What follows belongs to an exercise in optimizing a design on an open flow for small area and a short achievable clock period; a production flow would make more cautious choices. Only simulation tests tie the RTL to the original design; equivalence was not proved.

run A:
## cpu
module cpu(
    input clk,
    input reset,
    input [31:0] instruction_from_icache,
    input busywait_from_icache,
    input [31:0] data_from_dcache,
    input busywait_from_dcache,
    output [31:0] address_to_icache,
    output [31:0] reg0_output,reg1_output,reg2_output,reg3_output,reg4_output,reg5_output,reg6_output,
    output dcache_read,
    output dcache_write,
    output [31:0] dcache_address,
    output [31:0] dcache_writedata
  );
==> flow/config.mk <==
export PLATFORM = sky130hd
export DESIGN_NAME = cpu
export DESIGN_NICKNAME = cpu
export VERILOG_FILES = /design/flow/design.v
export SDC_FILE = /design/flow/constraint.sdc
export NUM_CORES = 8
export LEC_CHECK = 0
export ABC_AREA = 1
export CAP_MARGIN = 35
export CORE_MARGIN = 2
export CORE_UTILIZATION = 30
export CTS_BUF_LIST = sky130_fd_sc_hd__clkbuf_8
export CTS_CLUSTER_DIAMETER = 70
export CTS_CLUSTER_SIZE = 14
export GPL_TIMING_DRIVEN = 0
export PLACE_DENSITY = 0.5
export SLEW_MARGIN = 35
==> flow/constraint.sdc <==
create_clock -name core_clock -period 120.0 [get_ports {clk}]
set_input_delay 24.0000 -clock core_clock [delete_from_list [all_inputs] [get_ports {clk}]]
set_output_delay 24.0000 -clock core_clock [all_outputs]
set_load 0.01 [all_outputs]
run.sh (not shown) runs the stock make flow with config.mk's settings and CLKGATE_MAP_FILE= SYNTH_SCRIPT=/design/flow/synth_recipe.tcl, a recipe that flattens the netlist after the stock synthesis.
Run A ended with every stage complete and zero timing, DRC or antenna violations.
Setup changes, run A to run B
Settings: CORE_UTILIZATION now 35, was 30; GPL_TIMING_DRIVEN no longer set, was 0; PLACE_DENSITY now 0.6, was 0.5.
==> comparison <==
- Per the comparison of run B with run A, via count saw a decrease; area of placed instances saw a decrease; final worst hold slack saw a decrease.
- The total of hold buffers inserted after clock tree synthesis was comparable across run B and run A.
- Taking run A as the reference point, the area fraction of clock buffers and clock inverters of run B falls by 0.43 points.
- Run B ends up with a layout buffer count excluding clock buffers that is 836 lower than in run A.
- [diff] minimum period implied by the final worst setup slack, run B relative to run A: improvement
- As far as flip-flop and latch count goes, run B and run A are indistinguishable; the numbers are identical.
- Diff run A -> run B | count of placed standard cells including taps | decrease of 1835
Setup changes, run B to run C
Settings: a change of PLACE_DENSITY from 0.6 to 0.5; a change of CORE_UTILIZATION from 35 to 30; a change of SLEW_MARGIN from 35 to 60.
Results
Across both runs, final period demand of the worst path was lower for run C than for run B.
Taking run B as the reference, in run C number of global-route vias before repair has increased, worst relative slew slack saw an increase.
Looking at cell total after placement, run C sits 4.7% higher than run B does.
The run showing the smaller final setup slack of the worst path is run B.
The following lists how run D was set up differently from run C:
Settings: CTS_BUF_LIST removed (was sky130_fd_sc_hd__clkbuf_8); CTS_CLUSTER_SIZE removed (was 14); CTS_CLUSTER_DIAMETER removed (was 70); SLEW_MARGIN changed from 60 to 35.
Results
Against run C, smallest hold slack in run D came out worse.
Global-route usage across run D and run C: no real change.
Final-layout setup total negative slack: run C vs run D identical
| count of clock-buffer cells in the layout | run D vs run C | 72 higher |
Looking at run D and run C, the utilization after layout is a wash.
The non-clock buffer count in run C is 1.15 times that in run D.
### run D -> run E
Settings: SLEW_MARGIN changed from 35 to 50; CTS_CLUSTER_DIAMETER newly set to 70; CTS_CLUSTER_SIZE newly set to 14; CTS_BUF_LIST newly set to sky130_fd_sc_hd__clkbuf_8.
==> results.txt <==
- Run E | status: complete | timing, DRC, antenna: pass
- Number of clock buffer instances in the layout, run E vs run D: down by more than a quarter
- Compared with run D, run E improves worst setup slack.
- Diff run D -> run E: routed wire length barely changed.
Modified inputs, run F compared to run E
Settings: changing SLEW_MARGIN from 50 to 35.
The via count of run E and that of run F are within noise of each other.
Run F: critical path depth 3 below run E
Die area came out exactly the same in run F and run E.

-- port drivers added, routing unchanged --
In the flow no input, the clock included, has a driving cell. The finished layouts below were timed again as built, in two steps.
Step 1 assumes that a clkbuf_16 drives the clock port and a buf_2 every other input.
Step 2, shift: input delay + t, output delay - t, t = (earliest + latest rising clock arrival at the registers) / 2. This alone moves slack from input paths to output paths.
Slacks: ideal ports / drivers / drivers and shift; pairs: ideal ports / drivers.
run	t (ns)	slack for setup (ns)	worst hold slack (ns)	worst setup path after step 2	worst register clock-pin slew, ns
run A	1.238	87.831 / 87.831 / 87.831	0.420 / 0.420 / 0.420	register to register	0.12 / 0.12
run B	1.160	91.688 / 91.688 / 91.688	0.407 / 0.407 / 0.407	register to register	0.12 / 0.12
run C	1.131	92.161 / 92.161 / 92.161	0.404 / 0.404 / 0.404	register to register	0.12 / 0.12
run D	0.994	91.954 / 91.954 / 91.954	0.371 / 0.371 / 0.371	register to register	0.08 / 0.08
run E	1.097	92.016 / 92.016 / 92.016	0.415 / 0.415 / 0.415	register to register	0.12 / 0.12
run F	1.109	91.985 / 91.985 / 91.985	0.416 / 0.416 / 0.416	register to register	0.12 / 0.12
After both steps every run listed still meets setup and hold.
